Source: an optimization exercise on an open RTL-to-GDS flow (aim: small area and a short achievable clock period). Production flows keep margins and buffers that such runs may drop.
In this exercise RTL edits were held to simulation tests only and were not proved equivalent to the original.
No run shown here takes its clock network from TritonCTS; it comes from the design's own scripts or RTL.
The clock input has no modelled driver; a real chip could not lean on it and would need a root buffer or a full tree.
No activity file was given, so power comes from the tool's default toggle rates.

==> flow/design.v <==
`timescale 10ns / 1ps
module AGU_top(
    input clk,
    input rst,
    input AGU_enable,
    output logic [$clog2(8192/16)-1:0] MA0_idx,
    output logic [$clog2(8192/16)-1:0] MA1_idx,
    output logic [$clog2(8192/16)-1:0] MA2_idx,
    output logic [$clog2(8192/16)-1:0] MA3_idx,
    output logic [$clog2(8192/16)-1:0] MA4_idx,
    output logic [$clog2(8192/16)-1:0] MA5_idx,
    output logic [$clog2(8192/16)-1:0] MA6_idx,
    output logic [$clog2(8192/16)-1:0] MA7_idx,
    output logic [$clog2(8192/16)-1:0] MA8_idx,
    output logic [$clog2(8192/16)-1:0] MA9_idx,
    output logic [$clog2(8192/16)-1:0] MA10_idx,
    output logic [$clog2(8192/16)-1:0] MA11_idx,
    output logic [$clog2(8192/16)-1:0] MA12_idx,
    output logic [$clog2(8192/16)-1:0] MA13_idx,
    output logic [$clog2(8192/16)-1:0] MA14_idx,
    output logic [$clog2(8192/16)-1:0] MA15_idx,
    output logic [$clog2(16) + 1-1:0] BN0_idx,
    output logic [$clog2(16) + 1-1:0] BN1_idx,
    output logic [$clog2(16) + 1-1:0] BN2_idx,
    output logic [$clog2(16) + 1-1:0] BN3_idx,
    output logic [$clog2(16) + 1-1:0] BN4_idx,
    output logic [$clog2(16) + 1-1:0] BN5_idx,
    output logic [$clog2(16) + 1-1:0] BN6_idx,
    output logic [$clog2(16) + 1-1:0] BN7_idx,
    output logic [$clog2(16) + 1-1:0] BN8_idx,
    output logic [$clog2(16) + 1-1:0] BN9_idx,
    output logic [$clog2(16) + 1-1:0] BN10_idx,
    output logic [$clog2(16) + 1-1:0] BN11_idx,
    output logic [$clog2(16) + 1-1:0] BN12_idx,
    output logic [$clog2(16) + 1-1:0] BN13_idx,
    output logic [$clog2(16) + 1-1:0] BN14_idx,
    output logic [$clog2(16) + 1-1:0] BN15_idx,
    output logic AGU_done_out,
    output logic BN_MA_out_en,
    output logic [2:0] l_AGU_out
);
    logic [4:0] en_d;       
    logic [1:0] L;          
    logic [8:0] C;          
    logic [3:0] S, dS, dS_nxt, dS_odd;
    logic e, fresh, first, wrap;
    logic [1:0] L_nxt;
    logic [8:0] C_nxt;
    assign e     = en_d[4];
    assign fresh = dS[3] & ~C[0];
    assign first = (L == 2'd3);
    assign wrap  = (&C) | first;
    always_comb begin
        if (!e) begin
            C_nxt = 9'd0;
            L_nxt = fresh ? {2{AGU_enable}} : L;
        end else if (wrap) begin
            C_nxt = 9'd0;
            L_nxt = {L == 2'd1, L[1] == L[0]};
        end else begin
            C_nxt = C + 9'd1;
            L_nxt = L;
        end
    end
    always_ff @(posedge clk or posedge rst) begin
        if (rst) begin
            en_d <= 5'd0;
            L    <= 2'd0;
            C    <= 9'd0;
        end else begin
            en_d <= {en_d[3:0], AGU_enable};
            L    <= L_nxt;
            C    <= C_nxt;
        end
    end
    logic [2:0] G;
    assign G = {e & (L == 2'd2), e & (L == 2'd1), e & (L[1] == L[0])};
    logic [8:0] ma_d0, ma_d1;
    always_comb begin
        for (int k = 5; k < 9; k++) begin
            ma_d0[k] = (G[1] & C[13-k]) | (G[2] & C[9-k]);
            ma_d1[k] = ma_d0[k] | G[0];
        end
        for (int k = 1; k < 5; k++) begin
            ma_d0[k] = (G[0] & C[k+4]) | (G[2] & C[9-k]);
            ma_d1[k] = ma_d0[k] | G[1];
        end
        ma_d0[0] = (G[0] | G[1]) & C[4];
        ma_d1[0] = ma_d0[0] | G[2];
    end
    always_comb begin
        casez (C[7:1])
            7'b??????0: dS_odd = (L == 2'd2) ? 4'd0  : 4'd1;
            7'b?????01: dS_odd = (L == 2'd2) ? 4'd6  : 4'd1;
            7'b????011: dS_odd = (L == 2'd2) ? 4'd10 : 4'd1;
            7'b???0111: dS_odd = (L == 2'd2) ? 4'd4  : 4'd2;
            7'b??01111: dS_odd = (L == 2'd0) ? 4'd2  : 4'd1;
            7'b?011111: dS_odd = (L == 2'd0) ? 4'd2  : 4'd7;
            7'b0111111: dS_odd = (L == 2'd0) ? 4'd2  : 4'd11;
            default:    dS_odd = (L == 2'd0) ? 4'd3  : 4'd5;
        endcase
        dS_nxt = (e && !wrap && !C[0]) ? dS_odd : 4'd1;
    end
    always_ff @(posedge clk or posedge rst) begin
        if (rst) begin
            S  <= 4'd0;
            dS <= 4'd8;
        end else begin
            S  <= (!e || wrap) ? 4'd0 : S + dS;
            dS <= dS_nxt;
        end
    end
    logic eS0, eS0n, eS1, eS1n, eS2, eS2n, eS3, eS3n, x10;
    logic [3:0] cy2;
    logic [7:0] cy3;
    logic [1:0] bn_d0;
    logic [3:0] bn_d1;
    logic [7:0] bn_d2;
    logic [15:0] bn_d3;
    always_comb begin
        eS0 = e & S[0]; eS0n = e & ~S[0];
        eS1 = e & S[1]; eS1n = e & ~S[1];
        eS2 = e & S[2]; eS2n = e & ~S[2];
        eS3 = e & S[3]; eS3n = e & ~S[3];
        bn_d0[0] = eS0;
        bn_d0[1] = eS0n;
        bn_d1[0] = eS1;
        bn_d1[1] = S[0] ? eS1n : eS1;
        bn_d1[2] = eS1n;
        bn_d1[3] = S[0] ? eS1 : eS1n;
        for (int v = 0; v < 4; v++) begin
            cy2[v] = ({1'b0, S[1:0]} + v) >= 3'd4;
            bn_d2[v]     = cy2[v] ? eS2n : eS2;
            bn_d2[v + 4] = cy2[v] ? eS2 : eS2n;
        end
        for (int v = 0; v < 8; v++) begin
            cy3[v] = ({1'b0, S[2:0]} + v) >= 4'd8;
            bn_d3[v]     = cy3[v] ? eS3n : eS3;
            bn_d3[v + 8] = cy3[v] ? eS3 : eS3n;
        end
    end
    logic [1:0]  ma_r0, ma_r1, ma_r2, ma_r3, ma_r4, ma_r5, ma_r6, ma_r7, ma_r8;
    logic [1:0]  bn_r0;
    logic [3:0]  bn_r1;
    logic [7:0]  bn_r2;
    logic [15:0] bn_r3;
    always_ff @(posedge clk or posedge rst) begin
        if (rst) begin
            ma_r0 <= '0; ma_r1 <= '0; ma_r2 <= '0; ma_r3 <= '0; ma_r4 <= '0;
            ma_r5 <= '0; ma_r6 <= '0; ma_r7 <= '0; ma_r8 <= '0;
            bn_r0 <= '0; bn_r1 <= '0; bn_r2 <= '0; bn_r3 <= '0;
            AGU_done_out <= 1'b0;
            BN_MA_out_en <= 1'b0;
            l_AGU_out    <= 3'd0;
        end else begin
            ma_r0 <= {ma_d1[0], ma_d0[0]}; ma_r1 <= {ma_d1[1], ma_d0[1]};
            ma_r2 <= {ma_d1[2], ma_d0[2]}; ma_r3 <= {ma_d1[3], ma_d0[3]};
            ma_r4 <= {ma_d1[4], ma_d0[4]}; ma_r5 <= {ma_d1[5], ma_d0[5]};
            ma_r6 <= {ma_d1[6], ma_d0[6]}; ma_r7 <= {ma_d1[7], ma_d0[7]};
            ma_r8 <= {ma_d1[8], ma_d0[8]};
            bn_r0 <= bn_d0; bn_r1 <= bn_d1; bn_r2 <= bn_d2; bn_r3 <= bn_d3;
            AGU_done_out <= G[2] & (&C);
            BN_MA_out_en <= e;
            l_AGU_out    <= e ? {1'b0, L_nxt} : 3'd0;
        end
    end
    assign MA0_idx = {ma_r8[0], ma_r7[0], ma_r6[0], ma_r5[0], ma_r4[0], ma_r3[0], ma_r2[0], ma_r1[0], ma_r0[0]};
    assign MA1_idx = {ma_r8[0], ma_r7[0], ma_r6[0], ma_r5[1], ma_r4[0], ma_r3[0], ma_r2[0], ma_r1[1], ma_r0[0]};
    assign MA2_idx = {ma_r8[0], ma_r7[0], ma_r6[1], ma_r5[0], ma_r4[0], ma_r3[0], ma_r2[1], ma_r1[0], ma_r0[0]};
    assign MA3_idx = {ma_r8[0], ma_r7[0], ma_r6[1], ma_r5[1], ma_r4[0], ma_r3[0], ma_r2[1], ma_r1[1], ma_r0[0]};
    assign MA4_idx = {ma_r8[0], ma_r7[1], ma_r6[0], ma_r5[0], ma_r4[0], ma_r3[1], ma_r2[0], ma_r1[0], ma_r0[0]};
    assign MA5_idx = {ma_r8[0], ma_r7[1], ma_r6[0], ma_r5[1], ma_r4[0], ma_r3[1], ma_r2[0], ma_r1[1], ma_r0[0]};
    assign MA6_idx = {ma_r8[0], ma_r7[1], ma_r6[1], ma_r5[0], ma_r4[0], ma_r3[1], ma_r2[1], ma_r1[0], ma_r0[0]};
    assign MA7_idx = {ma_r8[0], ma_r7[1], ma_r6[1], ma_r5[1], ma_r4[0], ma_r3[1], ma_r2[1], ma_r1[1], ma_r0[0]};
    assign MA8_idx = {ma_r8[1], ma_r7[0], ma_r6[0], ma_r5[0], ma_r4[1], ma_r3[0], ma_r2[0], ma_r1[0], ma_r0[1]};
    assign MA9_idx = {ma_r8[1], ma_r7[0], ma_r6[0], ma_r5[1], ma_r4[1], ma_r3[0], ma_r2[0], ma_r1[1], ma_r0[1]};
    assign MA10_idx = {ma_r8[1], ma_r7[0], ma_r6[1], ma_r5[0], ma_r4[1], ma_r3[0], ma_r2[1], ma_r1[0], ma_r0[1]};
    assign MA11_idx = {ma_r8[1], ma_r7[0], ma_r6[1], ma_r5[1], ma_r4[1], ma_r3[0], ma_r2[1], ma_r1[1], ma_r0[1]};
    assign MA12_idx = {ma_r8[1], ma_r7[1], ma_r6[0], ma_r5[0], ma_r4[1], ma_r3[1], ma_r2[0], ma_r1[0], ma_r0[1]};
    assign MA13_idx = {ma_r8[1], ma_r7[1], ma_r6[0], ma_r5[1], ma_r4[1], ma_r3[1], ma_r2[0], ma_r1[1], ma_r0[1]};
    assign MA14_idx = {ma_r8[1], ma_r7[1], ma_r6[1], ma_r5[0], ma_r4[1], ma_r3[1], ma_r2[1], ma_r1[0], ma_r0[1]};
    assign MA15_idx = {ma_r8[1], ma_r7[1], ma_r6[1], ma_r5[1], ma_r4[1], ma_r3[1], ma_r2[1], ma_r1[1], ma_r0[1]};
    assign BN0_idx = {1'b0, bn_r3[0], bn_r2[0], bn_r1[0], bn_r0[0]};
    assign BN1_idx = {1'b0, bn_r3[2], bn_r2[2], bn_r1[2], bn_r0[0]};
    assign BN2_idx = {1'b0, bn_r3[4], bn_r2[4], bn_r1[0], bn_r0[0]};
    assign BN3_idx = {1'b0, bn_r3[6], bn_r2[6], bn_r1[2], bn_r0[0]};
    assign BN4_idx = {1'b0, bn_r3[8], bn_r2[0], bn_r1[0], bn_r0[0]};
    assign BN5_idx = {1'b0, bn_r3[10], bn_r2[2], bn_r1[2], bn_r0[0]};
    assign BN6_idx = {1'b0, bn_r3[12], bn_r2[4], bn_r1[0], bn_r0[0]};
    assign BN7_idx = {1'b0, bn_r3[14], bn_r2[6], bn_r1[2], bn_r0[0]};
    assign BN8_idx = {1'b0, bn_r3[1], bn_r2[1], bn_r1[1], bn_r0[1]};
    assign BN9_idx = {1'b0, bn_r3[3], bn_r2[3], bn_r1[3], bn_r0[1]};
    assign BN10_idx = {1'b0, bn_r3[5], bn_r2[5], bn_r1[1], bn_r0[1]};
    assign BN11_idx = {1'b0, bn_r3[7], bn_r2[7], bn_r1[3], bn_r0[1]};
    assign BN12_idx = {1'b0, bn_r3[9], bn_r2[1], bn_r1[1], bn_r0[1]};
    assign BN13_idx = {1'b0, bn_r3[11], bn_r2[3], bn_r1[3], bn_r0[1]};
    assign BN14_idx = {1'b0, bn_r3[13], bn_r2[5], bn_r1[1], bn_r0[1]};
    assign BN15_idx = {1'b0, bn_r3[15], bn_r2[7], bn_r1[3], bn_r0[1]};
endmodule
==> flow/flow/run.sh <==
#!/bin/bash
# Standard ORFS layout, with: the smallest buffer (buf_1) on every input and
# output port; one shared tie cell for the constant outputs; and the clock
# distributed by four quadrant buffers (flow/pre_cts.tcl) instead of an H-tree.
set -euo pipefail
export BUFFER_PORTS_ARGS="-buffer_cell sky130_fd_sc_hd__buf_1"
export SKIP_REPAIR_TIE_FANOUT=1
export PRE_CTS_TCL="$(pwd)/flow/pre_cts.tcl"
export ROOT_CLKBUF=${ROOT_CLKBUF:-sky130_fd_sc_hd__clkbuf_16}
export SETUP_SLACK_MARGIN=5.5
bash standard.sh > standard_flow.log 2>&1
==> flow/flow/pre_cts.tcl <==
# Clock distribution: the design has under 100 flip-flops on a small die, so
# the clock port drives four buffers (one per quadrant of the flip-flops,
# each at its group's centroid) and each buffer drives its group's clock
# pins directly, instead of TritonCTS's two-level H-tree. The clock port
# feeds only these four buffers. clock_tree_synthesis is then a no-op here.
set cell $::env(ROOT_CLKBUF)
set block [ord::get_db_block]
set clknet [$block findNet clk]
set master [[ord::get_db] findMaster $cell]
set sinks {}
set sx 0
set sy 0
foreach it [$clknet getITerms] {
  set loc [[$it getInst] getLocation]
  lappend sinks [list $it [lindex $loc 0] [lindex $loc 1]]
  set sx [expr {$sx + [lindex $loc 0]}]
  set sy [expr {$sy + [lindex $loc 1]}]
}
set n [llength $sinks]
set cx [expr {$sx / $n}]
set cy [expr {$sy / $n}]
puts "pre_cts: $n clock sinks, centroid $cx $cy"
for {set q 0} {$q < 4} {incr q} { set grp($q) {} }
foreach s $sinks {
  lassign $s it x y
  set q [expr {($x >= $cx ? 1 : 0) + ($y >= $cy ? 2 : 0)}]
  lappend grp($q) $s
}
for {set q 0} {$q < 4} {incr q} {
  set m [llength $grp($q)]
  if {$m == 0} continue
  set gx 0
  set gy 0
  foreach s $grp($q) {
    lassign $s it x y
    set gx [expr {$gx + $x}]
    set gy [expr {$gy + $y}]
  }
  set buf [odb::dbInst_create $block $master clkbuf_q$q]
  set net [odb::dbNet_create $block clknet_q$q]
  $net setSigType CLOCK
  foreach s $grp($q) {
    set it [lindex $s 0]
    $it disconnect
    $it connect $net
  }
  [$buf findITerm A] connect $clknet
  [$buf findITerm X] connect $net
  $buf setLocation [expr {$gx / $m}] [expr {$gy / $m}]
  $buf setPlacementStatus PLACED
  puts "pre_cts: quadrant $q: $m sinks"
}
rename clock_tree_synthesis orig_clock_tree_synthesis
proc clock_tree_synthesis {args} { puts "clock_tree_synthesis skipped (quadrant buffers inserted)" }

# Flip-flops whose output drives several output-port buffers get a stronger
# drive (same function, dfrtp_1 -> FF_UPSIZE), so the clock-to-output paths
# are not slowed by the shared load.
if {[info exists ::env(FF_UPSIZE)] && $::env(FF_UPSIZE) ne ""} {
  set big [[ord::get_db] findMaster $::env(FF_UPSIZE)]
  set nup 0
  foreach inst [$block getInsts] {
    if {[[$inst getMaster] getName] ne "sky130_fd_sc_hd__dfrtp_1"} continue
    set q [$inst findITerm Q]
    set net [$q getNet]
    if {$net eq "NULL"} continue
    if {[llength [$net getITerms]] - 1 >= $::env(FF_UPSIZE_MIN_FANOUT)} {
      $inst swapMaster $big
      incr nup
    }
  }
  puts "pre_cts: $nup flip-flops upsized to $::env(FF_UPSIZE)"
}
==> flow/standard.sh <==
#!/bin/bash
# synth_recipe.tcl (not shown) runs the flow's synth.tcl, then flattens the netlist and writes it again
# the make line also repeats each setting of config.mk as NAME=value (left out here)
make -C /OpenROAD-flow-scripts/flow DESIGN_CONFIG=/design/flow/config.mk WORK_HOME=/design/flow/orfs CLKGATE_MAP_FILE= SYNTH_SCRIPT=/design/flow/synth_recipe.tcl "${@:-finish}"
==> flow/config.mk <==
export PLATFORM = sky130hd
export DESIGN_NAME = AGU_top
export DESIGN_NICKNAME = AGU_top
export VERILOG_FILES = /design/flow/design.v
export SDC_FILE = /design/flow/constraint.sdc
export NUM_CORES = 4
export LEC_CHECK = 0
export CAP_MARGIN = 20
export CORE_MARGIN = 2
export CORE_UTILIZATION = 40
export PLACE_DENSITY = 0.7
export SLEW_MARGIN = 20
==> flow/constraint.sdc <==
create_clock -name core_clock -period 8.0 [get_ports {clk}]
set_input_delay 1.6000 -clock core_clock [delete_from_list [all_inputs] [get_ports {clk}]]
set_output_delay 1.6000 -clock core_clock [all_outputs]
set_load 0.01 [all_outputs]
==> impl_metrics.tcl, run 1 <==
set metrics [dict create \
    fmax_mhz 413 \
    die_x_um 108 \
    seq_area_frac_synth_pct 43.9 \
    dr.first_iter.drc_count 119 \
    worst_slack_ns 5.58 \
    synthMuxAreaShare_pct 0.231 \
    holdPathEnd "en_d[1]" \
    synth_nets 446 \
    portBuffers 214 \
    dpl.cell_count 596 \
    track_usage_pct 11.5 \
    maxCapViolations 0 \
    rsz0062_at_grt "false" \
    routed_wirelength_mm 7.72 \
    fin_nets 475 \
    drcViolationCount 0 \
    cellLeakagePower_nw 1.73 \
    ios 232 \
    synth-compound-area-share_pct 6.12 \
    async_flop_share_pct 100 \
    clk_latency_ns 0.15 \
    synthToLayoutAreaGrowth_pct -6.81 \
    crit_chain "buf_1" \
    synth_area_leaders "dfrtp_1 (43%), buf_4 (31%), nor2_1 (2.9%)" \
    path_class "reg2out" \
    cp.required_ns 6.40 \
    syn_avg_cell_area_um2 10.0 \
    grt.overflow.total 0 \
    synth_top_family_by_area "buffers and inverters" \
    synth_top_area_share_pct 43.3 \
    min_from "en_d[0]" \
    skew_ns 0.0186 \
    critPathTopFamily "flip-flops" \
    final_hold_viol_count 0 \
    worst-path-buf-inv 1 \
    tns_ns 0 \
    vdd_drop_max_mv 0.104 \
    cts.clk_slew.worst_paths_ns 0.09 \
    setup-violations-final 0 \
    gp_congestion 0.892 \
    core_area_um2 10700 \
    synth_cells 433 \
    finalMaxSlewViolations 0 \
    power.density_nw_per_um2 266 \
    r2r-start "C[0]" \
    ff2ff_path_depth 8 \
    rr_endpoint "dS[0]" \
    die_area_um2 11700 \
    fillers 1039 \
    synth_fa_ha_area_share_pct 3.06 \
    final_cells 600 \
    grt_pass1_vias 2096 \
    hpwl_mm 5.60 \
    viasPerCell 4.33 \
    synth-simple-area-share_pct 9.93 \
    worstSetupStartpointType "flop" \
    initial_core_util_pct 40.5 \
    min_path_cells 0 \
    synth_top_area_cell "dfrtp_1" \
    ys.flop_type "dfrtp_1" \
    min_period_ns 2.42 \
    grt_pass1_wl_mm 10.9 \
    final_layout_size_suffix_gt1_share_pct 4.35 \
    grt_max_degree 77 \
    antenna_found_initial 0 \
    ys_ff_latch 76 \
    path_max_fanout 8 \
    synth_edf_count 0 \
    slew-limit-headroom_pct 47.4 \
    firstDrtPassIters 4 \
    syn_area_um2 4330 \
    cp.arrival_ns 0.82 \
    hold_slack_ns 0.335 \
    synth-xor-area-share_pct 3.44 \
    synth.distinct_cells 43 \
    wl_per_cell_um 12.9 \
    yosys_warnings 1 \
    power_mw 1.07 \
    slowest_delay_ns 0.48 \
    final_antenna_net_count 0 \
    setup.worst_path.end_class "output pin" \
    antenna_cells 0 \
    outcome "finished clean" \
    tightestPinTransition_ns 0.789 \
    rows 38 \
    vias 2598 \
    period_share_pct 30.3 \
    hold_class "reg2reg" \
    cpMaxStageDelayCell "dfrtp_1" \
    place_ws_ns 5.42 \
    rrSetupSlack_ns 5.72 \
    die_h_um 108 \
]
[repair_timing]
item,in CTS,in global routing
endpoints found under the setup margin,75,14
gates resized for setup,1,5
hold buffers,0,0
setup buffers,0,0
[cells by family after synthesis]
family	after synthesis
AO/OA/AOI/OAI	44
XOR/XNOR	17
adder cells (fa/ha/maj)	10
buffers and inverters	203
flip-flops	76
multiplexers	1
other	1
AND/OR/NAND/NOR	81
[cell usage in the layout, fill, tap and decap left out, drive strengths merged]
| master | synthesis | final |
|---|---|---|
| inv | 10 | 9 |
| or2 | 1 | 1 |
| nor3 | 2 | 2 |
| nand4 | 2 | 2 |
| xnor2 | 5 | 5 |
| ha | 9 | 9 |
| and2 | 14 | 14 |
| nand2b | 2 | 2 |
| buf | 181 | 215 |
| or3 | 3 | 3 |
| mux2i | 1 | 1 |
| o21a | 1 | 1 |
| dfstp | 1 | 1 |
| and3 | 5 | 5 |
| conb | 1 | 1 |
| nor2 | 35 | 35 |
| xor2 | 12 | 12 |
| nand3 | 3 | 3 |
| o22ai | 2 | 2 |
| o21bai | 2 | 2 |
| clkbuf | 11 | 4 |
| o21ai | 7 | 7 |
| clkinvlp | 0 | 2 |
| nand2 | 10 | 10 |
| a211o | 1 | 1 |
| or3b | 2 | 2 |
| a31oi | 1 | 1 |
| dfrtp | 75 | 75 |
| a22oi | 7 | 7 |
| a21o | 2 | 2 |
| nand4b | 1 | 1 |
| or2b | 1 | 1 |
| a21oi | 21 | 21 |
| fa | 1 | 1 |
[state kept, by name (all words and copies together), names as in the netlist, 4 cells and up]
name	flops
en_d	5
bn_r3	16
S	4
bn_r1	4
bn_r2	8
dS	4
C	9
[per-stage QoR]
step                      util [%]  cell area (um2)
after CTS                     37.7             4030
after detailed placement      36.7             3930
after floorplan                  -             4340
after global placement        36.7             3930
final                         37.8             4040
after global routing          37.8             4040
[routing by layer]
| layer | GRT usage (%) | wire length, um |
|---|---|---|
| met3 | 0.904 | 464 |
| met4 | 1.56 | 102 |
| met5 | 0 | 0 |
| met2 | 21.0 | 3980 |
| met1 | 15.2 | 3170 |
[power by group]
| part | total, mW | internal, mW | switching, mW |
|---|---|---|---|
| logic | 0.371 | 0.126 | 0.245 |
| clock network | 0.183 | 0.0905 | 0.0926 |
| registers | 0.520 | 0.444 | 0.0758 |
[worst max-delay path by stage]
stage                    to      from  cells past startpoint  slack, ns
2_1_floorplan  AGU_done_out       rst                      1       5.55
3_3_place_gp       ma_r1[0]       rst                      3       5.47
3_5_place_dp       ma_r2[1]       rst                      3       5.42
4_1_cts                L[1]   en_d[4]                      3       5.51
5_1_grt          MA6_idx[1]  ma_r1[0]                      1       5.50
6_report         MA8_idx[1]  ma_r1[0]                      1       5.58
[cells in the mapped netlist (2+ instances only)]
library cell  instances
ha_1                  9
and2_1               13
o22ai_1               2
and3_1                5
or3_1                 2
o21ai_0               6
xnor2_1               5
a21o_1                2
nor2_1               34
nand3_1               2
or3b_1                2
inv_1                10
clkbuf_1             11
a22oi_1               7
nand2b_1              2
xor2_1               12
nand4_1               2
buf_4               178
o21bai_1              2
dfrtp_1              75
buf_2                 2
nand2_1               9
nor3_1                2
a21oi_1              20
[area by class of cell]
type / count / area, um2 / share of cell area [%]
well taps: 140 / 175 / 4.34
multi-input cells: 154 / 993 / 24.6
repair buffers: 215 / 815 / 20.2
plain buffers: 4 / 100 / 2.48
flip-flops and latches: 76 / 1910 / 47.2
inverters: 11 / 48.8 / 1.21
==> run 2, diff against run 1 <==
--- a/flow/config.mk
+++ b/flow/config.mk
@@ -8,5 +8,4 @@
 export CAP_MARGIN = 20
 export CORE_MARGIN = 2
 export CORE_UTILIZATION = 40
-export PLACE_DENSITY = 0.7
 export SLEW_MARGIN = 20
==> run 2 against run 1 <==
Sequential share of layout area about the same. Via count is 0.46% lower. First-iteration DRC count grew 16%. Final cell count rose by 0.17%. Setup slack lost 0.012 ns. Sequential power barely moved. Clock power hardly changed.
==> impl_metrics.tcl, run 2 <==
set metrics [dict create \
    outcome "finished clean" \
    cellLeakagePower_nw 1.74 \
    tns_ns 0 \
    cpMaxStageDelayCell "dfrtp_1" \
    hold_class "reg2reg" \
    synth-simple-area-share_pct 9.93 \
    ys.flop_type "dfrtp_1" \
    wl_per_cell_um 12.6 \
    ys_ff_latch 76 \
    seq_area_frac_synth_pct 43.9 \
    power.density_nw_per_um2 265 \
    slew-limit-headroom_pct 50.0 \
    cts.clk_slew.worst_paths_ns 0.09 \
    track_usage_pct 11.3 \
    setup.worst_path.end_class "output pin" \
    worst-path-buf-inv 1 \
    rsz0062_at_grt "false" \
    drcViolationCount 0 \
    synthToLayoutAreaGrowth_pct -6.84 \
    synth-xor-area-share_pct 3.44 \
    regMostFlops "bn_r3" \
    reg_top3 "bn_r3 x16, C x9, bn_r2 x8" \
    dr.first_iter.drc_count 138 \
    gp_congestion 0.870 \
    core_area_um2 10700 \
    yosys.cell_count.top_type "buf_4" \
    setup-violations-final 0 \
    synthMuxAreaShare_pct 0.231 \
    cp.required_ns 6.40 \
    place_ws_ns 5.40 \
    clk_latency_ns 0.15 \
    final_layout_size_suffix_gt1_share_pct 3.69 \
    synth_cells 433 \
    hpwl_mm 5.46 \
    async_flop_share_pct 100 \
    die_area_um2 11700 \
    post-route-util_pct 37.7 \
    syn_avg_cell_area_um2 10.0 \
    fmax_mhz 411 \
    slowest_delay_ns 0.49 \
    synth_top_area_share_pct 43.3 \
    synth.top_cells.by_count "buf_4 (178), dfrtp_1 (75), nor2_1 (34)" \
    synth_top_family_by_area "buffers and inverters" \
    initial_core_util_pct 40.5 \
    grt.overflow.total 0 \
    portBuffers 214 \
    crit_chain "buf_1" \
    antenna_cells 0 \
    synth_top_area_cell "dfrtp_1" \
    hold_buffers 0 \
    tightestPinTransition_ns 0.750 \
    die_x_um 108 \
    rows 38 \
    maxCapViolations 0 \
    worstSetupStartpointType "flop" \
    skew_ns 0.0209 \
    firstDrtPassIters 4 \
    synth_edf_count 0 \
    grt_max_degree 77 \
    synth_fa_ha_area_share_pct 3.06 \
    mostFrequentLayoutCell "buf_1" \
    min_period_ns 2.43 \
    cp.arrival_ns 0.83 \
    yosys_warnings 1 \
    largest_register_ffs 16 \
    path_max_fanout 8 \
    vdd_drop_max_mv 0.0978 \
    critPathTopFamily "flip-flops" \
    synth.distinct_cells 43 \
    worst_slack_ns 5.57 \
    grt_pass1_wl_mm 10.9 \
    viasPerCell 4.30 \
    power_mw 1.07 \
    antenna_found_initial 0 \
    synth_nets 446 \
    synth-compound-area-share_pct 6.12 \
    synth_area_leaders "dfrtp_1 (43%), buf_4 (31%), nor2_1 (2.9%)" \
    routed_wirelength_mm 7.54 \
    ios 232 \
    finalMaxSlewViolations 0 \
    syn_area_um2 4330 \
    final_hold_viol_count 0 \
    vias 2586 \
    final_antenna_net_count 0 \
    die_h_um 108 \
    mostFrequentLayoutCells "buf_1 (214), dfrtp_1 (74), nor2_1 (34)" \
    grt_pass1_vias 2130 \
    period_share_pct 30.4 \
    path_class "reg2out" \
    fin_nets 476 \
]
## run 2: final timing paths
path | start | to | slack (ns) | depth (start not counted)
setup / recovery | ma_r4[0] | MA7_idx[4] | 5.57 | 1
hold / removal | en_d[1] | en_d[2] | 0.36 | 0
setup reg to reg | C[0] | dS[0] | 5.60 | 8
hold reg to reg | en_d[1] | en_d[2] | 0.36 | 0
max in group asynchronous | rst | ma_r4[1] | 5.88 | 3
min in group asynchronous | rst | bn_r3[0] | 1.62 | 3
## run 2: power breakdown
part           switching, mW  leakage, nW  internal (mW)
logic                  0.242        0.703          0.126
registers             0.0757        0.989          0.444
clock network         0.0932       0.0493         0.0905
total                  0.411         1.74          0.660
## run 2: per-stage QoR
| stage | hold WS, ns | cells | instance area (um2) |
|---|---|---|---|
| after detailed placement | 0.337 | 597 | 3930 |
| after global placement | 0.334 | 597 | 3930 |
| after CTS | 0.337 | 601 | 4040 |
| after global routing | 0.365 | 601 | 4040 |
| final | 0.357 | 601 | 4040 |
| after floorplan | 0.331 | 433 | 4340 |
## run 2: cells by family (layout without fill, tap and decap cells)
| family | count (synthesis) | count (layout) |
|---|---|---|
| compound gates | 44 | 44 |
| simple gates | 81 | 81 |
| other cells | 1 | 1 |
| xor+xnor | 17 | 17 |
| mux | 1 | 1 |
| buf+inv | 203 | 231 |
| flops | 76 | 76 |
| fa+ha+maj | 10 | 10 |
## run 2: cell type report
cell class              count  area, um2
fillers                  1084       6660
inverters                  11       45.0
well taps                 140        175
plain buffers               4        100
multi-input cells         154        991
flip-flops and latches     76       1900
repair buffers            216        822
## run 2: per-layer routing
layer | vias up | GRT usage, % | part of all wire (%)
met4 | 0 | 1.10 | 0.76
met5 | - | 0 | 0
li1 | 1244 | - | -
met1 | 1241 | 15.9 | 43
met3 | 2 | 0.784 | 5.4
met2 | 99 | 19.9 | 51
## run 2: repair_timing
item	in CTS	in global routing
pin swaps	0	0
hold endpoints to repair	0	0
gates resized for setup	1	1
cloned	0	0
endpoints found under the setup margin	75	4
setup buffers	0	0
==> run 3, diff against run 2 <==
--- a/flow/config.mk
+++ b/flow/config.mk
@@ -8,4 +8,5 @@
 export CAP_MARGIN = 20
 export CORE_MARGIN = 2
 export CORE_UTILIZATION = 40
+export PLACE_DENSITY = 0.95
 export SLEW_MARGIN = 20
==> run 3 against run 2 <==
Largest power group unchanged. Utilization rose by 0.059 points. Critical path depth unchanged. Final cell count fell by 0.17%. Via count is 1.8% higher. Synthesized cell count unchanged. Global-route usage increased by 0.48 points. Setup slack barely moved.
==> impl_metrics.tcl, run 3 <==
set metrics [dict create \
    final_antenna_net_count 0 \
    period_share_pct 30.4 \
    cts.clk_slew.worst_paths_ns 0.08 \
    fillers 1029 \
    hold_buffers 0 \
    synth.top_cells.by_count "buf_4 (178), dfrtp_1 (75), nor2_1 (34)" \
    ys_ff_latch 76 \
    tightestPinTransition_ns 0.746 \
    synth.distinct_cells 43 \
    viasPerCell 4.39 \
    async_flop_share_pct 100 \
    antenna_cells 0 \
    finalMaxSlewViolations 0 \
    power_mw 1.07 \
    seq_area_frac_synth_pct 43.9 \
    ios 232 \
    hpwl_mm 5.57 \
    rsz0062_at_grt "false" \
    wl_met1_mm 3.07 \
    critPathTopFamily "flip-flops" \
    clk_latency_ns 0.15 \
    synth_top_area_share_pct 43.3 \
    final_layout_size_suffix_gt1_share_pct 5.43 \
    path_class "reg2out" \
    multiInputGateArea_um2 991 \
    setup.worst_path.end_class "output pin" \
    ys.flop_type "dfrtp_1" \
    synth-simple-area-share_pct 9.93 \
    vdd_drop_max_mv 0.116 \
    skew_ns 0.0124 \
    synth_cells 433 \
    outcome "finished clean" \
    worst-path-buf-inv 1 \
    gp_congestion 0.935 \
    slowest_delay_ns 0.50 \
    ff_latch_area_um2 1910 \
    tns_ns 0 \
    slew-limit-headroom_pct 50.2 \
    path_max_fanout 8 \
    crit_chain "buf_1" \
    power.density_nw_per_um2 265 \
    mostFrequentLayoutCells "buf_1 (214), dfrtp_1 (66), nor2_1 (34)" \
    grt_max_degree 77 \
    die_h_um 108 \
    topRoutingLayerUsed "met4" \
    yosys_warnings 1 \
    synth-xor-area-share_pct 3.44 \
    die_x_um 108 \
    vias 2632 \
    rrSetupSlack_ns 5.62 \
    place_ws_ns 5.45 \
    worst_slack_ns 5.57 \
    dr.first_iter.drc_count 158 \
    dpl.cell_count 596 \
    reg_top3 "bn_r3 x16, C x9, bn_r2 x8" \
    core_area_um2 10700 \
    final_hold_viol_count 0 \
    synth_top_area_cell "dfrtp_1" \
    track_usage_pct 11.8 \
    yosys.cell_count.top_type "buf_4" \
    grt_pass1_vias 2215 \
    wl_per_cell_um 12.7 \
    synth_fa_ha_area_share_pct 3.06 \
    min_period_ns 2.43 \
    cpMaxStageDelayCell "dfrtp_1" \
    final_cells 600 \
    largest_register_ffs 16 \
    synth_nets 446 \
    regMostFlops "bn_r3" \
    die_area_um2 11700 \
    hold_class "reg2reg" \
    syn_avg_cell_area_um2 10.0 \
    synth-compound-area-share_pct 6.12 \
    firstDrtPassIters 4 \
    dr_wl_met3_um 521 \
    antenna_found_initial 0 \
    routed_wirelength_mm 7.64 \
    fmax_mhz 411 \
    cp.arrival_ns 0.83 \
    met2WireLength_mm 3.98 \
    mostFrequentLayoutCell "buf_1" \
    hold_slack_ns 0.352 \
    rows 38 \
    portBuffers 214 \
    initial_core_util_pct 40.5 \
    cp.required_ns 6.40 \
    cts_setup_buffers 0 \
    synth_area_leaders "dfrtp_1 (43%), buf_4 (31%), nor2_1 (2.9%)" \
    synthToLayoutAreaGrowth_pct -6.70 \
    drcViolationCount 0 \
    setup-violations-final 0 \
    grt.overflow.total 0 \
    syn_area_um2 4330 \
    fin_nets 475 \
    worstSetupStartpointType "flop" \
    synth_top_family_by_area "buffers and inverters" \
    grt_pass1_wl_mm 11.3 \
    synth_edf_count 0 \
    synthMuxAreaShare_pct 0.231 \
    maxCapViolations 0 \
    cellLeakagePower_nw 1.72 \
]
## run 3: cell counts after synthesis
Identical to the previous run, type by type.
## run 3: logic make-up (layout without fill, tap and decap cells)
group,after synthesis,count (layout)
flip-flops,76,76
other,1,1
AND/OR/NAND/NOR,81,81
buffers and inverters,203,230
XOR/XNOR,17,17
adder cells (fa/ha/maj),10,10
multiplexers,1,1
AO/OA/AOI/OAI,44,44
## run 3: path summary, 6_finish.rpt
check	startpoint	to	cells after the start
min in group asynchronous	rst	bn_r3[8]	3
setup / recovery	ma_r3[0]	MA9_idx[3]	1
hold reg to reg	en_d[0]	en_d[1]	0
setup reg to reg	C[0]	dS[0]	8
max in group asynchronous	rst	ma_r1[1]	3
hold / removal	en_d[0]	en_d[1]	0
## run 3: per-layer routing
metal  up-vias  track usage, %
li1       1243               -
met1      1275            15.4
met2       107            21.7
met3         7            1.33
met4         0            1.19
met5         -               0
## run 3: power by group
| group | switching (mW) | total, mW | leakage (nW) | internal, mW |
|---|---|---|---|---|
| registers | 0.0770 | 0.522 | 0.976 | 0.445 |
| logic | 0.244 | 0.370 | 0.697 | 0.126 |
| clock network | 0.0907 | 0.181 | 0.0493 | 0.0904 |
## run 3: layout make-up
class                   count  area share [%]
flip-flops and latches     76            47.3
well taps                 140            4.33
inverters                  11            1.21
repair buffers            215            20.1
multi-input cells         154            24.5
plain buffers               4            2.48
## run 3: repair_timing
action	in CTS	in global routing
setup endpoints to repair	75	28
gates resized for setup	1	10
pin swaps	0	0
## run 3: metrics by stage
| step | area, um2 | util (%) |
|---|---|---|
| after floorplan | 4340 | - |
| after global placement | 3930 | 36.7 |
| after detailed placement | 3930 | 36.7 |
| after CTS | 4030 | 37.7 |
| after global routing | 4040 | 37.8 |
| final | 4040 | 37.8 |
==> run 4, diff against run 3 <==
--- a/flow/config.mk
+++ b/flow/config.mk
@@ -8,5 +8,5 @@
 export CAP_MARGIN = 20
 export CORE_MARGIN = 2
 export CORE_UTILIZATION = 40
-export PLACE_DENSITY = 0.95
+export PLACE_DENSITY = 0.85
 export SLEW_MARGIN = 20
==> run 4 against run 3 <==
Sequential share of layout area fell by 0.18 points. Flip-flop and latch count did not move. Sequential power barely moved. Synthesized area did not move. First-iteration DRC count fell by 7.0%. Worst hold slack got worse by 0.026 ns. Maximum frequency rose by 0.99%. Cell area fell by 0.22%. Final cell count did not move. Synthesized cell count did not move. Highest routed layer unchanged.
==> impl_metrics.tcl, run 4 <==
set metrics [dict create \
    outcome "finished clean" \
    fillers 1059 \
    worstSetupStartpoint "ma_r0[1]" \
    met3_usage_pct 1.45 \
    seq_area_frac_synth_pct 43.9 \
    largest_register_ffs 16 \
    worstSetupStartpointType "flop" \
    grt_use_met2_pct 20.4 \
    tightestPinTransition_ns 0.761 \
    yosys.cell_count.top_type "buf_4" \
    path_class "reg2out" \
    routed_wirelength_mm 7.46 \
    vdd_drop_max_mv 0.122 \
    synth_nets 446 \
    syn_avg_cell_area_um2 10.0 \
    grt_max_degree 77 \
    regMostFlops "bn_r3" \
    maxCapViolations 0 \
    die_area_um2 11700 \
    drcViolationCount 0 \
    portBuffers 214 \
    cp.arrival_ns 0.81 \
    track_usage_pct 11.3 \
    tns_ns 0 \
    cts.clk_slew.worst_paths_ns 0.09 \
    path_depth 1 \
    synth_area_leaders "dfrtp_1 (43%), buf_4 (31%), nor2_1 (2.9%)" \
    internal_power_mw 0.660 \
    power.density_nw_per_um2 266 \
    synthToLayoutAreaGrowth_pct -6.90 \
    mostFrequentLayoutCells "buf_1 (214), dfrtp_1 (75), nor2_1 (34)" \
    fin_nets 475 \
    slowest_delay_ns 0.49 \
    setup-violations-final 0 \
    die_x_um 108 \
    vias 2647 \
    synth_cells 433 \
    slew-limit-headroom_pct 49.2 \
    switching_share_pct 38.5 \
    hold_buffers 0 \
    finalMaxSlewViolations 0 \
    final_antenna_net_count 0 \
    skew_ns 0.0234 \
    ys.flop_type "dfrtp_1" \
    hpwl_mm 5.50 \
    initial_core_util_pct 40.5 \
    clkPwrFrac_pct 16.9 \
    setup.worst_path.end_class "output pin" \
    min_from "en_d[0]" \
    p_comb_share_pct 34.6 \
    antenna_cells 0 \
    critPathTopFamily "flip-flops" \
    grt.busiest_layer "met2" \
    synth_top_area_share_pct 43.3 \
    hold_slack_ns 0.326 \
    rows 38 \
    hold_class "reg2reg" \
    mostFrequentLayoutCell "buf_1" \
    min_path_cells 0 \
    final_cells 600 \
    cellLeakagePower_nw 1.74 \
    die_h_um 108 \
    rsz0062_at_grt "false" \
    dr.first_iter.drc_count 147 \
    dpl.cell_count 596 \
    grt.overflow.total 0 \
    worstSetupEndpoint "MA8_idx[0]" \
    grt_pass1_vias 2102 \
    reg_top3 "bn_r3 x16, C x9, bn_r2 x8" \
    postPlaceCellArea_um2 3930 \
    rr_endpoint "dS[0]" \
    synth.distinct_cells 43 \
    fmax_mhz 415 \
    ios 232 \
    cp.required_ns 6.40 \
    gp_congestion 0.843 \
    yosys_warnings 1 \
    grt_pass1_wl_mm 10.7 \
    synth.top_cells.by_count "buf_4 (178), dfrtp_1 (75), nor2_1 (34)" \
    period_share_pct 30.1 \
    ys_ff_latch 76 \
    async_flop_share_pct 100 \
    firstDrtPassIters 4 \
    wl_per_cell_um 12.4 \
    worst-path-buf-inv 1 \
    syn_area_um2 4330 \
    synth_edf_count 0 \
    antenna_found_initial 0 \
    use_met1_pct 14.5 \
    final_hold_viol_count 0 \
    r2r-start "C[0]" \
    viasPerCell 4.41 \
    final_cell_area_um2 4040 \
    ff2ff_path_depth 8 \
    clk_latency_ns 0.15 \
    sequentialPowerShare_pct 48.5 \
    synth_top_area_cell "dfrtp_1" \
    rrSetupSlack_ns 5.78 \
    min_period_ns 2.41 \
    cpMaxStageDelayCell "dfrtp_1" \
    p_switching_mw 0.413 \
    crit_chain "buf_1" \
    path_max_fanout 8 \
    core_area_um2 10700 \
    final_layout_size_suffix_gt1_share_pct 3.70 \
]
==> run 4: power groups by stage <==
stage | logic [mW] | clock network (mW) | registers [mW]
after global placement | 0.366 | 0 | 0.526
after CTS | 0.377 | 0.147 | 0.530
after global routing | 0.417 | 0.197 | 0.534
after floorplan | 0.393 | 0 | 0.525
after detailed placement | 0.375 | 0 | 0.529
final | 0.372 | 0.181 | 0.521
==> run 4: cells by family (layout without fill, tap and decap cells) <==
family,count (synthesis),after routing,share of synthesized area (%)
compound gates,44,44,6.12
other cells,1,1,0.0865
xor+xnor,17,17,3.44
fa+ha+maj,10,10,3.06
mux,1,1,0.231
flops,76,76,43.9
buf+inv,203,230,33.2
simple gates,81,81,9.93
==> run 4: layer usage <==
layer,up-vias,routed length [um]
li1,1241,-
met1,1278,2870
met2,118,3920
met3,10,533
met4,0,134
met5,-,0
==> run 4: what timing repair did <==
item | 4_1_cts | 5_1_grt
gates resized for setup | 1 | 2
setup endpoints to repair | 75 | 5
endpoints found under the hold margin | 0 | 0
buffers inserted | 0 | 0
==> run 4: worst min path at each step <==
stage / endpoint
after floorplan: en_d[1]
after global placement: en_d[4]
after detailed placement: en_d[2]
after CTS: en_d[2]
after global routing: en_d[1]
final: en_d[1]
==> run 4: cell type report <==
class	count	area, um2	area share, %
Sequential cell	76	1900	47.2
Timing Repair Buffer	215	815	20.2
Tap cell	140	175	4.34
Multi-Input combinational cell	154	993	24.6
Inverter	11	48.8	1.21
Buffer	4	100	2.48
==> run 4: through the flow <==
step	total power, mW	util [%]	worst slack [ns]
floorplan	0.919	-	5.55
global placement	0.892	36.7	5.47
detailed placement	0.904	36.7	5.44
CTS	1.05	37.7	5.58
global route	1.15	37.7	5.52
finish	1.07	37.7	5.59
==> run 5, diff against run 4 <==
--- a/flow/config.mk
+++ b/flow/config.mk
@@ -5,8 +5,8 @@
 export SDC_FILE = /design/flow/constraint.sdc
 export NUM_CORES = 4
 export LEC_CHECK = 0
-export CAP_MARGIN = 20
+export CAP_MARGIN = 0
 export CORE_MARGIN = 2
 export CORE_UTILIZATION = 40
 export PLACE_DENSITY = 0.85
-export SLEW_MARGIN = 20
+export SLEW_MARGIN = 0
==> run 5 against run 4 <==
Global-route usage stayed put. Maximum frequency stayed put. Critical path depth stayed put. Combinational power hardly changed. Routed wire length stayed put. Sequential share of layout area stayed put. Worst hold slack stayed put. Setup slack stayed put. Flip-flop and latch count stayed put. Via count stayed put. Synthesized cell count stayed put. Critical path type unchanged. Critical endpoint unchanged. Largest cell class unchanged. Highest routed layer unchanged.
==> impl_metrics.tcl, run 5 <==
set metrics [dict create \
    outcome "finished clean" \
    skew_ns 0.0234 \
    finalMaxSlewViolations 0 \
    clk_latency_ns 0.15 \
    setup.worst_path.end_class "output pin" \
    portBuffers 214 \
    critPathTopFamily "flip-flops" \
    final_cells 600 \
    hold_buffers 0 \
    place_ws_ns 5.44 \
    synth.distinct_cells 43 \
    crit_chain "buf_1" \
    largest_register_ffs 16 \
    regMostFlops "bn_r3" \
    vdd_drop_max_mv 0.122 \
    synth_top_area_cell "dfrtp_1" \
    core_area_um2 10700 \
    p_comb_share_pct 34.6 \
    antenna_found_initial 0 \
    viasPerCell 4.41 \
    maxCapViolations 0 \
    r2r-start "C[0]" \
    syn_area_um2 4330 \
    worst_slack_ns 5.59 \
    p_switching_mw 0.413 \
    path_max_fanout 8 \
    worst-path-buf-inv 1 \
    path_class "reg2out" \
    min_from "en_d[0]" \
    grt.overflow.total 0 \
    antenna_cells 0 \
    power.density_nw_per_um2 266 \
    slew-limit-headroom_pct 49.2 \
    synth.top_cells.by_count "buf_4 (178), dfrtp_1 (75), nor2_1 (34)" \
    die_area_um2 11700 \
    mostFrequentLayoutCells "buf_1 (214), dfrtp_1 (75), nor2_1 (34)" \
    min_period_ns 2.41 \
    hpwl_mm 5.50 \
    hold_class "reg2reg" \
    cts.clk_slew.worst_paths_ns 0.09 \
    cellLeakagePower_nw 1.74 \
    synth_top_area_share_pct 43.3 \
    die_h_um 108 \
    cp.required_ns 6.40 \
    yosys.cell_count.top_type "buf_4" \
    syn_avg_cell_area_um2 10.0 \
    seq_area_frac_synth_pct 43.9 \
    synth_area_leaders "dfrtp_1 (43%), buf_4 (31%), nor2_1 (2.9%)" \
    gp_congestion 0.843 \
    routed_wirelength_mm 7.46 \
    synth_nets 446 \
    ys.flop_type "dfrtp_1" \
    ios 232 \
    final_antenna_net_count 0 \
    rrSetupSlack_ns 5.78 \
    setup-violations-final 0 \
    final_layout_size_suffix_gt1_share_pct 3.70 \
    rsz0062_at_grt "false" \
    fmax_mhz 415 \
    initial_core_util_pct 40.5 \
    yosys_warnings 1 \
    synth_edf_count 0 \
    worstSetupStartpoint "ma_r0[1]" \
    synthToLayoutAreaGrowth_pct -6.90 \
    grt_max_degree 77 \
    reg_top3 "bn_r3 x16, C x9, bn_r2 x8" \
    firstDrtPassIters 4 \
    period_share_pct 30.1 \
    dpl.cell_count 596 \
    vias 2647 \
    clkPwrFrac_pct 16.9 \
    track_usage_pct 11.3 \
    dr.first_iter.drc_count 147 \
    slowest_delay_ns 0.49 \
    post-route-util_pct 37.7 \
    mostFrequentLayoutCell "buf_1" \
    tightestPinTransition_ns 0.761 \
    final_hold_viol_count 0 \
    sequentialPowerShare_pct 48.5 \
    tns_ns 0 \
    wl_per_cell_um 12.4 \
    power_mw 1.07 \
    internal_power_mw 0.660 \
    switching_share_pct 38.5 \
    worstSetupStartpointType "flop" \
    grt_pass1_wl_mm 10.7 \
    rows 38 \
    cts_setup_buffers 0 \
    async_flop_share_pct 100 \
    fin_nets 475 \
    cpMaxStageDelayCell "dfrtp_1" \
    grt_pass1_vias 2102 \
    cp.arrival_ns 0.81 \
    ys_ff_latch 76 \
    drcViolationCount 0 \
    synth_cells 433 \
    die_x_um 108 \
]
-- run 5: cell counts after synthesis --
No cell type changed its count.
-- run 5: worst paths after layout --
check	endpoint	cells after the start
worst max register to register	dS[0]	8
max in group asynchronous	en_d[0]	3
min in group asynchronous	bn_r3[1]	3
worst max-delay path	MA8_idx[0]	1
worst min register to register	en_d[1]	0
worst min-delay path	en_d[1]	0
-- run 5: stage by stage --
stage	cell area, um2	hold WS (ns)
6_report	4040	0.326
3_5_place_dp	3930	0.335
5_1_grt	4040	0.341
4_1_cts	4030	0.335
3_3_place_gp	3930	0.331
2_1_floorplan	4340	0.331
-- run 5: cell type report --
type	count	area, um2
fillers	1059	6660
flip-flops and latches	76	1900
multi-input cells	154	993
repair buffers	215	815
well taps	140	175
plain buffers	4	100
inverters	11	48.8
-- run 5: power groups by stage --
stage                     clock network, mW  logic [mW]  registers, mW
final                                 0.181       0.372          0.521
after global routing                  0.197       0.417          0.534
after floorplan                           0       0.393          0.525
after global placement                    0       0.366          0.526
after detailed placement                  0       0.375          0.529
after CTS                             0.147       0.377          0.530
-- run 5: kinds of logic (layout without fill, tap and decap cells) --
| kind of cell | Yosys count | in the layout | synth area share [%] |
|---|---|---|---|
| XOR/XNOR | 17 | 17 | 3.44 |
| multiplexers | 1 | 1 | 0.231 |
| AO/OA/AOI/OAI | 44 | 44 | 6.12 |
| flip-flops | 76 | 76 | 43.9 |
| buffers and inverters | 203 | 230 | 33.2 |
| other | 1 | 1 | 0.0865 |
| AND/OR/NAND/NOR | 81 | 81 | 9.93 |
| adder cells (fa/ha/maj) | 10 | 10 | 3.06 |
-- run 5: what timing repair did --
action / 4_1_cts / 5_1_grt
pin swaps: 0 / 0
endpoints found under the setup margin: 75 / 5
gates resized for setup: 1 / 2
cloned: 0 / 0
-- run 5: per-layer routing --
metal	part of all wire [%]	track usage (%)
met1	39	14.5
met2	53	20.4
met3	7.1	1.45
met4	1.8	2.29
met5	0	0
==> run 6, diff against run 5 <==
--- a/flow/flow/run.sh
+++ b/flow/flow/run.sh
@@ -7,5 +7,5 @@
 export SKIP_REPAIR_TIE_FANOUT=1
 export PRE_CTS_TCL="$(pwd)/flow/pre_cts.tcl"
 export ROOT_CLKBUF=${ROOT_CLKBUF:-sky130_fd_sc_hd__clkbuf_16}
-export SETUP_SLACK_MARGIN=5.5
+export SETUP_SLACK_MARGIN=5.5 CLK_GROUPS=3
 bash standard.sh > standard_flow.log 2>&1
--- a/flow/flow/pre_cts.tcl
+++ b/flow/flow/pre_cts.tcl
@@ -1,8 +1,3 @@
-# Clock distribution: the design has under 100 flip-flops on a small die, so
-# the clock port drives four buffers (one per quadrant of the flip-flops,
-# each at its group's centroid) and each buffer drives its group's clock
-# pins directly, instead of TritonCTS's two-level H-tree. The clock port
-# feeds only these four buffers. clock_tree_synthesis is then a no-op here.
 set cell $::env(ROOT_CLKBUF)
 set block [ord::get_db_block]
 set clknet [$block findNet clk]
@@ -20,11 +15,25 @@
 set cx [expr {$sx / $n}]
 set cy [expr {$sy / $n}]
 puts "pre_cts: $n clock sinks, centroid $cx $cy"
-for {set q 0} {$q < 4} {incr q} { set grp($q) {} }
-foreach s $sinks {
-  lassign $s it x y
-  set q [expr {($x >= $cx ? 1 : 0) + ($y >= $cy ? 2 : 0)}]
-  lappend grp($q) $s
+# Balanced split into CLK_GROUPS groups: with 4, halves by x median and
+# then each half by its y median; otherwise equal strips along x.
+set ng [expr {[info exists ::env(CLK_GROUPS)] ? $::env(CLK_GROUPS) : 4}]
+set byx [lsort -integer -index 1 $sinks]
+if {$ng == 4} {
+  set h [expr {$n / 2}]
+  set halves [list [lrange $byx 0 [expr {$h - 1}]] [lrange $byx $h end]]
+  for {set i 0} {$i < 2} {incr i} {
+    set byy [lsort -integer -index 2 [lindex $halves $i]]
+    set k [expr {[llength $byy] / 2}]
+    set grp([expr {2 * $i}]) [lrange $byy 0 [expr {$k - 1}]]
+    set grp([expr {2 * $i + 1}]) [lrange $byy $k end]
+  }
+} else {
+  for {set q 0} {$q < 4} {incr q} {
+    set lo [expr {$q < $ng ? ($q * $n) / $ng : $n}]
+    set hi [expr {$q < $ng ? (($q + 1) * $n) / $ng - 1 : $n - 1}]
+    set grp($q) [lrange $byx $lo $hi]
+  }
 }
 for {set q 0} {$q < 4} {incr q} {
   set m [llength $grp($q)]
==> flow/config.mk (replaced) <==
export PLATFORM = sky130hd
export DESIGN_NAME = AGU_top
export DESIGN_NICKNAME = AGU_top
export VERILOG_FILES = /design/flow/design.v
export SDC_FILE = /design/flow/constraint.sdc
export NUM_CORES = 4
export LEC_CHECK = 0
export CAP_MARGIN = 20
export CORE_MARGIN = 2
export CORE_UTILIZATION = 40
export SLEW_MARGIN = 20
==> run 6 against run 5 <==
Still clean. Combinational power down 1%. Die area unchanged. Setup slack worse by 0.031 ns. Sequential power about the same. Routed wire length up 0.99%. Total power down 2.1%. Critical endpoint is now MA8_idx[1].
==> impl_metrics.tcl, run 6 <==
set metrics [dict create \
    outcome "finished clean" \
    slew-limit-headroom_pct 49.2 \
    synth-simple-area-share_pct 9.93 \
    cp.required_ns 6.40 \
    die_area_um2 11700 \
    maxCapViolations 0 \
    final_layout_size_suffix_gt1_share_pct 5.43 \
    r2r-start "C[0]" \
    mostFrequentLayoutCell "buf_1" \
    largest_register_ffs 16 \
    hold_buffers 0 \
    viasPerCell 4.31 \
    seq_area_frac_synth_pct 43.9 \
    setup-violations-final 0 \
    final_hold_viol_count 0 \
    core_area_um2 10700 \
    die_x_um 108 \
    synth_cells 433 \
    routed_wirelength_mm 7.54 \
    synth.distinct_cells 43 \
    synth_top_family_by_area "buffers and inverters" \
    mostFrequentLayoutCells "buf_1 (214), dfrtp_1 (66), nor2_1 (34)" \
    worstSetupStartpoint "ma_r1[0]" \
    synth_top_area_cell "dfrtp_1" \
    gp_congestion 0.870 \
    path_class "reg2out" \
    track_usage_pct 11.3 \
    regMostFlops "bn_r3" \
    worstSetupStartpointType "flop" \
    wl_per_cell_um 12.6 \
    rsz0062_at_grt "false" \
    final_cell_area_um2 4030 \
    die_h_um 108 \
    synth-compound-area-share_pct 6.12 \
    synth-xor-area-share_pct 3.44 \
    synth_area_leaders "dfrtp_1 (43%), buf_4 (31%), nor2_1 (2.9%)" \
    cts_setup_buffers 0 \
    ys_ff_latch 76 \
    skew_ns 0.00935 \
    synthToLayoutAreaGrowth_pct -7.13 \
    crit_chain "buf_1" \
    syn_area_um2 4330 \
    async_flop_share_pct 100 \
    ys.flop_type "dfrtp_1" \
    synth_nets 446 \
    tightestPinTransition_ns 0.762 \
    cp.arrival_ns 0.84 \
    min_period_ns 2.44 \
    synth_fa_ha_area_share_pct 3.06 \
    critPathTopFamily "flip-flops" \
    hpwl_mm 5.46 \
    fmax_mhz 410 \
    cts_resized 1 \
    min_from "en_d[1]" \
    tns_ns 0 \
    setup.worst_path.end_class "output pin" \
    portBuffers 214 \
    firstDrtPassIters 4 \
    cellLeakagePower_nw 1.72 \
    ios 232 \
    yosys_warnings 1 \
    grt_pass1_wl_mm 10.9 \
    power.density_nw_per_um2 261 \
    synth_top_area_share_pct 43.3 \
    grt_pass1_vias 2101 \
    yosys.cell_count.top_type "buf_4" \
    drcViolationCount 0 \
    antenna_found_initial 0 \
    worst-path-buf-inv 1 \
    reg_top3 "bn_r3 x16, C x9, bn_r2 x8" \
    syn_avg_cell_area_um2 10.0 \
    fin_nets 475 \
    hold_class "reg2reg" \
    grt.overflow.total 0 \
    vdd_drop_max_mv 0.108 \
    postPlaceCellArea_um2 3930 \
    final_antenna_net_count 0 \
    dr.first_iter.drc_count 122 \
    period_share_pct 30.5 \
    synth.top_cells.by_count "buf_4 (178), dfrtp_1 (75), nor2_1 (34)" \
    slowest_delay_ns 0.49 \
    rows 38 \
    synth_edf_count 0 \
    cpMaxStageDelayCell "dfrtp_1" \
    grt_max_degree 77 \
    initial_core_util_pct 40.5 \
    finalMaxSlewViolations 0 \
    synthMuxAreaShare_pct 0.231 \
    vias 2587 \
    path_max_fanout 8 \
    cts.clk_slew.worst_paths_ns 0.10 \
    clk_latency_ns 0.16 \
    antenna_cells 0 \
]
[run 6: cell type report]
type	count	area (um2)
sequential	76	1910
buffer	3	75.1
multi-input combinational	154	993
tap	140	175
timing repair buffer	216	822
inverter	11	45.0
fill	1088	6670
[run 6: where the power goes]
group,internal (mW),total [mW],switching (mW)
sequential,0.445,0.520,0.0754
clock,0.0690,0.163,0.0937
combinational,0.126,0.368,0.242
[run 6: per-stage QoR]
step | util, % | hold slack, ns | power, mW | std cells | setup WS [ns]
after floorplan | - | 0.331 | 0.919 | 433 | 5.55
after global placement | 36.8 | 0.334 | 0.896 | 597 | 5.44
after detailed placement | 36.8 | 0.337 | 0.900 | 597 | 5.40
after CTS | 37.5 | 0.337 | 1.03 | 600 | 5.60
after global routing | 37.6 | 0.367 | 1.13 | 600 | 5.51
final | 37.6 | 0.356 | 1.05 | 600 | 5.56
[run 6: layer usage]
layer	GRT usage, %	part of all wire, %	vias to the layer above
met5	0	0	-
met4	0.641	0.70	0
met3	0.542	4.7	4
met1	16.1	44	1245
met2	20.1	51	99
li1	-	-	1239
[run 6: worst paths after layout]
path	endpoint	depth (start not counted)	slack (ns)
max in group asynchronous	ma_r7[0]	3	5.88
setup / recovery	MA8_idx[1]	1	5.56
setup reg to reg	dS[0]	8	5.74
hold / removal	en_d[2]	0	0.36
min in group asynchronous	bn_r3[0]	3	1.61
hold reg to reg	en_d[2]	0	0.36
[run 6: worst register-to-register path, delay by kind of cell (launching register included)]
family,cells,cell delay [ns]
DFF,1,0.51
and+or+nand+nor,4,0.82
AOI/OAI and AO/OA,2,0.31
adders and majority gates,2,0.51
[run 6: logic make-up after synthesis]
family                     Yosys count
AOI/OAI and AO/OA                   44
xor gates and xnor gates            17
adders and majority gates           10
buffers and inverters              203
DFF                                 76
muxes                                1
other                                1
and+or+nand+nor                     81
==> run 7, diff against run 6 <==
--- a/flow/config.mk
+++ b/flow/config.mk
@@ -8,4 +8,5 @@
 export CAP_MARGIN = 20
 export CORE_MARGIN = 2
 export CORE_UTILIZATION = 40
+export PLACE_DENSITY = 0.85
 export SLEW_MARGIN = 20
==> run 7 against run 6 <==
Still clean on timing, DRC and antenna. Critical path type unchanged. Flip-flop and latch count is the same. Sequential share of layout area about the same. First-iteration DRC count shrank 29%. Clock skew is 0.0027 ns lower. Largest power group unchanged. Critical path depth unchanged. Worst hold slack got worse by 0.0013 ns. Clock power decreased by 3%. Global-route usage hardly changed.
==> impl_metrics.tcl, run 7 <==
set metrics [dict create \
    fin_nets 474 \
    p_comb_share_pct 35.4 \
    internal_power_mw 0.639 \
    grt_max_degree 77 \
    sequentialPowerShare_pct 49.5 \
    viasPerCell 4.38 \
    clkPwrFrac_pct 15.1 \
    cts_setup_buffers 0 \
    grt.overflow.total 0 \
    antenna_cells 0 \
    critPathTopFamily "flip-flops" \
    mostFrequentLayoutCell "buf_1" \
    dr.first_iter.drc_count 87 \
    cp.arrival_ns 0.82 \
    cpMaxStageDelayCell "dfrtp_1" \
    rrSetupSlack_ns 5.74 \
    synth_edf_count 0 \
    synth_cells 433 \
    cts.clk_slew.worst_paths_ns 0.09 \
    antenna_found_initial 0 \
    p_switching_mw 0.411 \
    min_period_ns 2.42 \
    final_layout_size_suffix_gt1_share_pct 4.58 \
    hold_class "reg2reg" \
    vdd_drop_max_mv 0.126 \
    drcViolationCount 0 \
    power.density_nw_per_um2 262 \
    rows 38 \
    core_area_um2 10700 \
    skew_ns 0.00668 \
    portBuffers 214 \
    syn_area_um2 4330 \
    power_mw 1.05 \
    cellLeakagePower_nw 1.72 \
    maxCapViolations 0 \
    cp.required_ns 6.40 \
    gp_congestion 0.843 \
    setup.worst_path.end_class "output pin" \
    fmax_mhz 414 \
    dpl.cell_count 596 \
    synth.top_cells.by_count "buf_4 (178), dfrtp_1 (75), nor2_1 (34)" \
    grt_pass1_vias 2121 \
    finalMaxSlewViolations 0 \
    synth_area_leaders "dfrtp_1 (43%), buf_4 (31%), nor2_1 (2.9%)" \
    path_max_fanout 8 \
    syn_avg_cell_area_um2 10.0 \
    worst-path-buf-inv 1 \
    switching_share_pct 39.2 \
    reg_top3 "bn_r3 x16, C x9, bn_r2 x8" \
    die_x_um 108 \
    tightestPinTransition_ns 0.750 \
    hold_buffers 0 \
    largest_register_ffs 16 \
    setup-violations-final 0 \
    track_usage_pct 11.3 \
    final_cell_area_um2 4020 \
    slew-limit-headroom_pct 50.0 \
    period_share_pct 30.2 \
    yosys.cell_count.top_type "buf_4" \
    async_flop_share_pct 100 \
    vias 2621 \
    wl_per_cell_um 12.4 \
    final_cells 599 \
    regMostFlops "bn_r3" \
    path_class "reg2out" \
    worstSetupStartpointType "flop" \
    die_h_um 108 \
    seq_area_frac_synth_pct 43.9 \
    synth.distinct_cells 43 \
    slowest_delay_ns 0.47 \
    tns_ns 0 \
    final_hold_viol_count 0 \
    synth_nets 446 \
    mostFrequentLayoutCells "buf_1 (214), dfrtp_1 (70), nor2_1 (34)" \
    routed_wirelength_mm 7.41 \
    initial_core_util_pct 40.5 \
    synth_top_area_share_pct 43.3 \
    clk_latency_ns 0.16 \
    firstDrtPassIters 4 \
    synthToLayoutAreaGrowth_pct -7.33 \
    synth_top_area_cell "dfrtp_1" \
    postPlaceCellArea_um2 3930 \
    ys.flop_type "dfrtp_1" \
    ios 232 \
    hpwl_mm 5.50 \
    final_antenna_net_count 0 \
    crit_chain "buf_1" \
    die_area_um2 11700 \
    rsz0062_at_grt "false" \
    outcome "finished clean" \
    grt_pass1_wl_mm 10.8 \
    ys_ff_latch 76 \
    yosys_warnings 1 \
]
-- run 7: per-stage QoR --
step	setup WS (ns)	hold slack [ns]	utilization [%]
6_report	5.58	0.355	37.5
5_1_grt	5.50	0.368	37.5
4_1_cts	5.58	0.335	37.4
3_5_place_dp	5.44	0.335	36.7
3_3_place_gp	5.47	0.331	36.7
2_1_floorplan	5.55	0.331	-
-- run 7: final timing paths --
check	depth (start not counted)	end	from
worst min register to register	0	en_d[2]	en_d[1]
max in group asynchronous	3	ma_r2[0]	rst
worst min-delay path	0	en_d[2]	en_d[1]
worst max-delay path	1	BN7_idx[0]	bn_r0[0]
worst max register to register	8	dS[0]	C[0]
min in group asynchronous	3	bn_r1[1]	rst
-- run 7: power groups by stage --
| stage | clock [mW] | combinational, mW | sequential [mW] |
|---|---|---|---|
| floorplan | 0 | 0.393 | 0.525 |
| global placement | 0 | 0.366 | 0.526 |
| detailed placement | 0 | 0.375 | 0.529 |
| CTS | 0.125 | 0.377 | 0.530 |
| global route | 0.176 | 0.417 | 0.534 |
| finish | 0.158 | 0.372 | 0.520 |
-- run 7: repair_timing --
action,4_1_cts,5_1_grt
endpoints found under the setup margin,75,23
resized for setup,1,7
endpoints found under the hold margin,0,0
-- run 7: worst register-to-register path, cell delays in order, from the launching register on --
cell and delay (ns):
dfrtp_1 0.51, ha_1 0.28, nand2_1 0.13, nor3_1 0.07, ha_1 0.22, or3b_4 0.48
nor2_8 0.13, o21ai_2 0.08, a211o_1 0.25
-- run 7: final cells by class --
type	count	area, um2
Buffer	3	75.1
Fill cell	1060	6680
Inverter	11	48.8
Multi-Input combinational cell	154	993
Sequential cell	76	1910
Tap cell	140	175
Timing Repair Buffer	215	815
-- run 7: cells by family after synthesis --
kind of cell | share of synthesized area, %
flip-flops | 43.9
AO/OA/AOI/OAI | 6.12
AND/OR/NAND/NOR | 9.93
buffers and inverters | 33.2
other | 0.0865
adder cells (fa/ha/maj) | 3.06
multiplexers | 0.231
XOR/XNOR | 3.44
-- run 7: metal layers --
metal,up-vias,share of wire [%],GRT usage [%]
li1,1241,-,-
met1,1270,38,14.4
met2,102,54,21.2
met3,8,6.5,1.08
met4,0,1.2,1.92
met5,-,0,0

-- static timing again, ports no longer ideal --
In the flow no input, the clock included, has a driving cell. The finished layouts below were timed again as built, in two steps. Step 1, drivers: a clkbuf_16 drives clk and a buf_2 each remaining input, both assumed. Step 2 moves the port delays by t, midway between the first and last clock arrival at a register: inputs arrive t later, outputs are due t later. That takes back most of the time a late clock gives input paths. Slacks: ideal ports / drivers / drivers and shift; pairs: ideal ports / drivers.
run	t, ns	setup WS [ns]	slew at the worst register clock pin (ns)
run 1	0.218	5.580 / 5.503 / 5.713	0.09 / 0.09
run 2	0.220	5.568 / 5.493 / 5.601	0.09 / 0.09
run 3	0.213	5.568 / 5.495 / 5.617	0.08 / 0.08
run 4	0.218	5.591 / 5.516 / 5.735	0.09 / 0.09
run 5	0.218	5.591 / 5.516 / 5.735	0.09 / 0.09
run 6	0.213	5.560 / 5.503 / 5.700	0.10 / 0.10
run 7	0.214	5.582 / 5.521 / 5.728	0.10 / 0.10
After both steps setup and hold are still met in every run listed. Setup slack includes reset recovery checks.
